This is an optimization exercise on Yosys and OpenROAD, whose aim is small area, a short achievable clock period and few clock cycles, not a production implementation.

==> job 1733 <==
Design matrix_cpu, start of the top module:
module matrix_cpu (
    input  wire         clk,
    input  wire         reset,
    input  wire         start,
    output wire         done,
    output wire [3:0]   imem_addr,
    input  wire [26:0]  imem_data,
    output wire [6:0]   mem_rd1_addr,
    input  wire [255:0] mem_rd1_data,
    output wire [6:0]   mem_rd2_addr,
    input  wire [255:0] mem_rd2_data,
    output wire         mem_we,
    output wire [6:0]   mem_waddr,
    output wire [255:0] mem_wdata
);
==> module matrix_mult, before the edit <==
module matrix_mult (
    output wire [255:0] m_out,
    input  wire [255:0] a, z,
    input  wire [95:0]  y, yn
);
genvar r, c;
generate
for (c = 0; c < 4; c = c + 1) begin : col
    for (r = 0; r < 4; r = r + 1) begin : row
        wire [23:0] yc = (r < 2) ? y[c*24 +: 24] : ~yn[c*24 +: 24];
        mac16 u (.x(a[r*64 + c*16 +: 16]), .bo(yc[7:0]), .bt(yc[15:8]), .bn(yc[23:16]),
                 .z(z[r*64 + c*16 +: 16]), .cin(1'b0),
                 .o(m_out[r*64 + c*16 +: 16]));
    end
end
endgenerate
endmodule
==> module matrix_cpu, before the edit <==
module matrix_cpu (
    input  wire         clk,
    input  wire         reset,
    input  wire         start,
    output wire         done,
    output wire [3:0]   imem_addr,
    input  wire [26:0]  imem_data,
    output wire [6:0]   mem_rd1_addr,
    input  wire [255:0] mem_rd1_data,
    output wire [6:0]   mem_rd2_addr,
    input  wire [255:0] mem_rd2_data,
    output wire         mem_we,
    output wire [6:0]   mem_waddr,
    output wire [255:0] mem_wdata
);
wire [255:0] out_q;         
reg  [255:0] opa;           
reg  [95:0]  ycur;          
reg  [95:0]  ycurn;         
reg  [191:0] ynext;         
function [23:0] booth;
    input [15:0] y;
    integer d;
    reg [16:0] yy;
    begin
        yy = {y, 1'b0};
        for (d = 0; d < 8; d = d + 1) begin
            booth[d]      = yy[2*d+1] ^ yy[2*d];                        
            booth[8 + d]  = (yy[2*d+2 -: 3] == 3'b011) | (yy[2*d+2 -: 3] == 3'b100);  
            booth[16 + d] = yy[2*d+2];                                   
        end
    end
endfunction
reg  [255:0] zr;            
reg  [255:0] res;           
reg          busy;          
wire [3:0]   pc;
reg          xv;            
reg          c_mul;
reg          x_w;
reg  [6:0]   x_dest;
reg  [1:0]   k;             
reg          w_mem, w_out;
reg  [6:0]   wdest;
wire x_last = ~c_mul | (k == 2'd3);
wire        accept, consume, fwd_a, fwd_b, stop_now;
exe_engine ctl (
    .reset(reset), .start(start), .busy(busy), .instr(imem_data),
    .xv(xv), .x_last(x_last), .x_w(x_w), .x_dest(x_dest),
    .w_mem(w_mem), .w_out(w_out), .wdest(wdest),
    .accept(accept), .consume(consume), .fwd_a(fwd_a), .fwd_b(fwd_b),
    .stop_now(stop_now)
);
program_counter pcr (.address(pc), .clk(clk), .reset(reset),
                     .clear(~busy & ~start | stop_now),
                     .enable(consume));
assign imem_addr    = pc;
assign mem_rd1_addr = imem_data[14:8];
assign mem_rd2_addr = imem_data[7:1];
wire [2:0] op   = imem_data[26:24];
wire i_add = (op == 3'b000);
wire i_sub = (op == 3'b001);
wire i_scl = (op == 3'b010);
wire i_mul = (op == 3'b011);
wire i_tr  = (op == 3'b100);
wire [255:0] s1 = fwd_a ? res : (imem_data[22] ? out_q : mem_rd1_data);
wire [255:0] s2 = fwd_b ? res : mem_rd2_data;
wire [255:0] mac_out;
genvar r, c, j;
generate
for (r = 0; r < 4; r = r + 1) begin : g_r
    for (c = 0; c < 4; c = c + 1) begin : g_c
        always @(posedge clk)
            opa[r*64 + c*16 +: 16] <= ~accept ? opa[r*64 + ((c+1)%4)*16 +: 16] :
                                      (i_add | i_sub) ? s2[r*64 + c*16 +: 16] :
                                      s1[r*64 + c*16 +: 16];
        always @(posedge clk)
            zr[r*64 + c*16 +: 16] <= ~accept ? mac_out[r*64 + c*16 +: 16] :
                                     (i_add | i_sub) ? s1[r*64 + c*16 +: 16] :
                                     i_tr ? s1[c*64 + r*16 +: 16] : 16'd0;
    end
end
wire [23:0] y_const = i_scl ? booth({8'b0, imem_data[7:0]}) :
                      i_add ? 24'h000001 :
                      i_sub ? 24'hFF0001 : 24'd0;
for (c = 0; c < 4; c = c + 1) begin : g_y
    wire [23:0] y_first = ~i_mul ? y_const :
                          fwd_b ? booth(res[c*64 + c*16 +: 16]) :
                          booth(mem_rd2_data[c*64 + c*16 +: 16]);
    wire [23:0] y_next = accept ? y_first : booth(ynext[c*48 +: 16]);
    always @(posedge clk) begin
        ycur[c*24 +: 24]  <= y_next;
        ycurn[c*24 +: 24] <= ~y_next;
    end
    for (j = 1; j < 4; j = j + 1) begin : g_yj
        always @(posedge clk)
            ynext[c*48 + (j-1)*16 +: 16] <= accept ? s2[((c+j)%4)*64 + c*16 +: 16] :
                                            (j < 3) ? ynext[c*48 + j*16 +: 16] : 16'd0;
    end
end
endgenerate
always @(posedge clk) begin
    if (accept) begin
        c_mul    <= i_mul;
        x_w      <= imem_data[23];
        x_dest   <= imem_data[21:15];
    end
end
matrix_mult mm (.m_out(mac_out), .a(opa), .y(ycur), .yn(ycurn), .z(zr));
always @(posedge clk)
    res <= mac_out;
always @(posedge clk) begin
    if (reset) begin
        busy   <= 1'b0;
        xv     <= 1'b0;
        w_mem  <= 1'b0;
        w_out  <= 1'b0;
        k      <= 2'd0;
    end else begin
        busy   <= (busy | start) & ~stop_now;
        xv     <= accept | xv & ~x_last;
        w_mem  <= xv & x_last & ~x_w;
        w_out  <= xv & x_last & x_w;
        if (xv & c_mul) k <= k + 2'd1;
    end
end
always @(posedge clk)
    if (xv & x_last) wdest <= x_dest;
output_reg outr (.data(out_q), .write_data(w_out), .data_to_write(res),
                 .reset(reset), .clk(clk));
assign done      = ~busy;
assign mem_we    = w_mem;
assign mem_waddr = wdest;
assign mem_wdata = res;
endmodule
Settings: LEC_CHECK=0, CAP_MARGIN=10, CORE_MARGIN=2, CORE_UTILIZATION=55, CTS_CLUSTER_DIAMETER=90, CTS_CLUSTER_SIZE=22, SLEW_MARGIN=10; clock period 11.0 ns.
standard.sh (not shown) runs the stock make flow with config.mk's settings and CLKGATE_MAP_FILE= SYNTH_SCRIPT=/design/flow/synth_recipe.tcl, a recipe that flattens the netlist after the stock synthesis.
==> flow/flow/run.sh <==
#!/bin/bash
set -euo pipefail
export SETUP_SLACK_MARGIN=6.0
export BUFFER_PORTS_ARGS="-buffer_cell sky130_fd_sc_hd__buf_1"
bash standard.sh > make.log 2>&1
==> job 4516 (differences from job 1733) <==
--- a/flow/design.v
+++ b/flow/design.v
@@ -53,5 +53,6 @@
     output wire [255:0] m_out,
     input  wire [255:0] a, z,
-    input  wire [95:0]  y, yn
+    input  wire [95:0]  y,
+    input  wire         cin
 );
 genvar r, c;
@@ -59,7 +60,6 @@
 for (c = 0; c < 4; c = c + 1) begin : col
     for (r = 0; r < 4; r = r + 1) begin : row
-        wire [23:0] yc = (r < 2) ? y[c*24 +: 24] : ~yn[c*24 +: 24];
-        mac16 u (.x(a[r*64 + c*16 +: 16]), .bo(yc[7:0]), .bt(yc[15:8]), .bn(yc[23:16]),
-                 .z(z[r*64 + c*16 +: 16]), .cin(1'b0),
+        mac16 u (.x(a[r*64 + c*16 +: 16]), .bo(y[c*24 +: 8]), .bt(y[c*24 + 8 +: 8]), .bn(y[c*24 + 16 +: 8]),
+                 .z(z[r*64 + c*16 +: 16]), .cin(cin),
                  .o(m_out[r*64 + c*16 +: 16]));
     end
@@ -519,5 +519,4 @@
 reg  [255:0] opa;           
 reg  [95:0]  ycur;          
-reg  [95:0]  ycurn;         
 reg  [191:0] ynext;         
 function [23:0] booth;
@@ -539,5 +538,5 @@
 wire [3:0]   pc;
 reg          xv;            
-reg          c_mul;
+reg          c_mul, c_sub;
 reg          x_w;
 reg  [6:0]   x_dest;
@@ -574,25 +573,19 @@
     for (c = 0; c < 4; c = c + 1) begin : g_c
         always @(posedge clk)
-            opa[r*64 + c*16 +: 16] <= ~accept ? opa[r*64 + ((c+1)%4)*16 +: 16] :
-                                      (i_add | i_sub) ? s2[r*64 + c*16 +: 16] :
-                                      s1[r*64 + c*16 +: 16];
+            opa[r*64 + c*16 +: 16] <= accept ? s1[r*64 + c*16 +: 16]
+                                             : opa[r*64 + ((c+1)%4)*16 +: 16];
         always @(posedge clk)
             zr[r*64 + c*16 +: 16] <= ~accept ? mac_out[r*64 + c*16 +: 16] :
-                                     (i_add | i_sub) ? s1[r*64 + c*16 +: 16] :
+                                     (i_add | i_sub) ? s2[r*64 + c*16 +: 16] ^ {16{i_sub}} :
                                      i_tr ? s1[c*64 + r*16 +: 16] : 16'd0;
     end
 end
-wire [23:0] y_const = i_scl ? booth({8'b0, imem_data[7:0]}) :
-                      i_add ? 24'h000001 :
-                      i_sub ? 24'hFF0001 : 24'd0;
 for (c = 0; c < 4; c = c + 1) begin : g_y
-    wire [23:0] y_first = ~i_mul ? y_const :
-                          fwd_b ? booth(res[c*64 + c*16 +: 16]) :
-                          booth(mem_rd2_data[c*64 + c*16 +: 16]);
-    wire [23:0] y_next = accept ? y_first : booth(ynext[c*48 +: 16]);
-    always @(posedge clk) begin
-        ycur[c*24 +: 24]  <= y_next;
-        ycurn[c*24 +: 24] <= ~y_next;
-    end
+    wire [15:0] y_first = i_mul ? s2[c*64 + c*16 +: 16] :
+                          i_scl ? {8'b0, imem_data[7:0]} :
+                          {15'd0, i_add | i_sub};
+    wire [15:0] y_now = accept ? y_first : ynext[c*48 +: 16];
+    always @(posedge clk)
+        ycur[c*24 +: 24] <= booth(y_now);
     for (j = 1; j < 4; j = j + 1) begin : g_yj
         always @(posedge clk)
@@ -605,9 +598,10 @@
     if (accept) begin
         c_mul    <= i_mul;
+        c_sub    <= i_sub;
         x_w      <= imem_data[23];
         x_dest   <= imem_data[21:15];
     end
 end
-matrix_mult mm (.m_out(mac_out), .a(opa), .y(ycur), .yn(ycurn), .z(zr));
+matrix_mult mm (.m_out(mac_out), .a(opa), .y(ycur), .z(zr), .cin(c_sub));
 always @(posedge clk)
     res <= mac_out;
==> job 3787 (differences from job 1733) <==
--- a/flow/design.v
+++ b/flow/design.v
@@ -53,5 +53,6 @@
     output wire [255:0] m_out,
     input  wire [255:0] a, z,
-    input  wire [95:0]  y, yn
+    input  wire [95:0]  y,
+    input  wire         cin
 );
 genvar r, c;
@@ -59,7 +60,6 @@
 for (c = 0; c < 4; c = c + 1) begin : col
     for (r = 0; r < 4; r = r + 1) begin : row
-        wire [23:0] yc = (r < 2) ? y[c*24 +: 24] : ~yn[c*24 +: 24];
-        mac16 u (.x(a[r*64 + c*16 +: 16]), .bo(yc[7:0]), .bt(yc[15:8]), .bn(yc[23:16]),
-                 .z(z[r*64 + c*16 +: 16]), .cin(1'b0),
+        mac16 u (.x(a[r*64 + c*16 +: 16]), .bo(y[c*24 +: 8]), .bt(y[c*24 + 8 +: 8]), .bn(y[c*24 + 16 +: 8]),
+                 .z(z[r*64 + c*16 +: 16]), .cin(cin),
                  .o(m_out[r*64 + c*16 +: 16]));
     end
@@ -519,5 +519,4 @@
 reg  [255:0] opa;           
 reg  [95:0]  ycur;          
-reg  [95:0]  ycurn;         
 reg  [191:0] ynext;         
 function [23:0] booth;
@@ -539,5 +538,5 @@
 wire [3:0]   pc;
 reg          xv;            
-reg          c_mul;
+reg          c_mul, c_sub;
 reg          x_w;
 reg  [6:0]   x_dest;
@@ -574,25 +573,19 @@
     for (c = 0; c < 4; c = c + 1) begin : g_c
         always @(posedge clk)
-            opa[r*64 + c*16 +: 16] <= ~accept ? opa[r*64 + ((c+1)%4)*16 +: 16] :
-                                      (i_add | i_sub) ? s2[r*64 + c*16 +: 16] :
-                                      s1[r*64 + c*16 +: 16];
+            opa[r*64 + c*16 +: 16] <= accept ? s1[r*64 + c*16 +: 16]
+                                             : opa[r*64 + ((c+1)%4)*16 +: 16];
         always @(posedge clk)
             zr[r*64 + c*16 +: 16] <= ~accept ? mac_out[r*64 + c*16 +: 16] :
-                                     (i_add | i_sub) ? s1[r*64 + c*16 +: 16] :
+                                     (i_add | i_sub) ? s2[r*64 + c*16 +: 16] ^ {16{i_sub}} :
                                      i_tr ? s1[c*64 + r*16 +: 16] : 16'd0;
     end
 end
-wire [23:0] y_const = i_scl ? booth({8'b0, imem_data[7:0]}) :
-                      i_add ? 24'h000001 :
-                      i_sub ? 24'hFF0001 : 24'd0;
 for (c = 0; c < 4; c = c + 1) begin : g_y
-    wire [23:0] y_first = ~i_mul ? y_const :
-                          fwd_b ? booth(res[c*64 + c*16 +: 16]) :
-                          booth(mem_rd2_data[c*64 + c*16 +: 16]);
-    wire [23:0] y_next = accept ? y_first : booth(ynext[c*48 +: 16]);
-    always @(posedge clk) begin
-        ycur[c*24 +: 24]  <= y_next;
-        ycurn[c*24 +: 24] <= ~y_next;
-    end
+    wire [15:0] y_first = i_mul ? s2[c*64 + c*16 +: 16] :
+                          i_scl ? {8'b0, imem_data[7:0]} :
+                          {15'd0, i_add | i_sub};
+    wire [15:0] y_now = accept ? y_first : ynext[c*48 +: 16];
+    always @(posedge clk)
+        ycur[c*24 +: 24] <= booth(y_now);
     for (j = 1; j < 4; j = j + 1) begin : g_yj
         always @(posedge clk)
@@ -605,9 +598,10 @@
     if (accept) begin
         c_mul    <= i_mul;
+        c_sub    <= i_sub;
         x_w      <= imem_data[23];
         x_dest   <= imem_data[21:15];
     end
 end
-matrix_mult mm (.m_out(mac_out), .a(opa), .y(ycur), .yn(ycurn), .z(zr));
+matrix_mult mm (.m_out(mac_out), .a(opa), .y(ycur), .z(zr), .cin(c_sub));
 always @(posedge clk)
     res <= mac_out;
==> flow/flow/run.sh (replaced) <==
#!/bin/bash
set -euo pipefail
export SETUP_SLACK_MARGIN=6.2
export BUFFER_PORTS_ARGS="-buffer_cell sky130_fd_sc_hd__buf_2"
bash standard.sh > make.log 2>&1
==> flow/config.mk (replaced) <==
export PLATFORM = sky130hd
export DESIGN_NAME = matrix_cpu
export DESIGN_NICKNAME = matrix_cpu
export VERILOG_FILES = /design/flow/design.v
export SDC_FILE = /design/flow/constraint.sdc
export NUM_CORES = 8
export LEC_CHECK = 0
export CAP_MARGIN = 20
export CORE_MARGIN = 2
export CORE_UTILIZATION = 65
export SLEW_MARGIN = 20
==> results.yml <==
status:
  status: "timing/DRC/antenna clean"
synthesis:
  synth-seq-cells: 1339
  synth_fa_ha_area_share_pct: 19.8
  synthDistinctLibCells: 73
global_route:
  met2_usage_pct: 76.2
  grt_max_degree: 183
final_layout:
  nNonClkBuffers: 1249
cts:
  path_clk_slew_ps: 70
the above is filed under job 3787

==> results.yml <==
status:
  status: "finished with violations"
  check-failures: "max-capacitance violations, max-slew violations"
final_layout:
  nNonClkBuffers: 1390
timing:
  slew_viol_final: 8
synthesis:
  synth-seq-cells: 1434
  synthDistinctLibCells: 74
cts:
  path_clk_slew_ps: 90
flow_run:
  drv_cap: 2
the above is filed under job 1733

==> results.yml <==
status:
  status: "timing/DRC/antenna clean"
global_route:
  met2_usage_pct: 69.2
  grt_max_degree: 174
synthesis:
  synth-seq-cells: 1339
  synth_fa_ha_area_share_pct: 19.8
final_layout:
  nNonClkBuffers: 1220
the above is filed under job 4516

Function was not checked in any run of this note: the RTL went through the layout flow alone.

==> port drivers added, routing unchanged <==
How much do the figures lean on ideal ports? The routed layouts below were timed once more, with nothing changed but the port constraints. Step 1, drivers: a clkbuf_16 drives clk and a buf_2 each remaining input, both assumed. Step 2 adds t to the input delays and takes it off the output delays; t is the mean of the earliest and latest rising clock arrival at the registers after step 1. Input paths then give back, and output paths get back, about the clock's delay inside the block. a / b / c = no drivers / after step 1 / after step 2; a / b = the first two.
| run | t, ns | setup WS [ns] | worst setup path after step 2 |
|---|---|---|---|
| job 1733 | 0.946 | 5.826 / 5.898 / 4.953 | input to register |
| job 4516 | 0.903 | 5.790 / 5.856 / 4.953 | input to register |
| job 3787 | 0.936 | 6.026 / 5.948 / 5.011 | input to register |
The setup slack of job 3787, which loses most, moves by -0.078 ns with the drivers and by -1.015 ns with both steps.
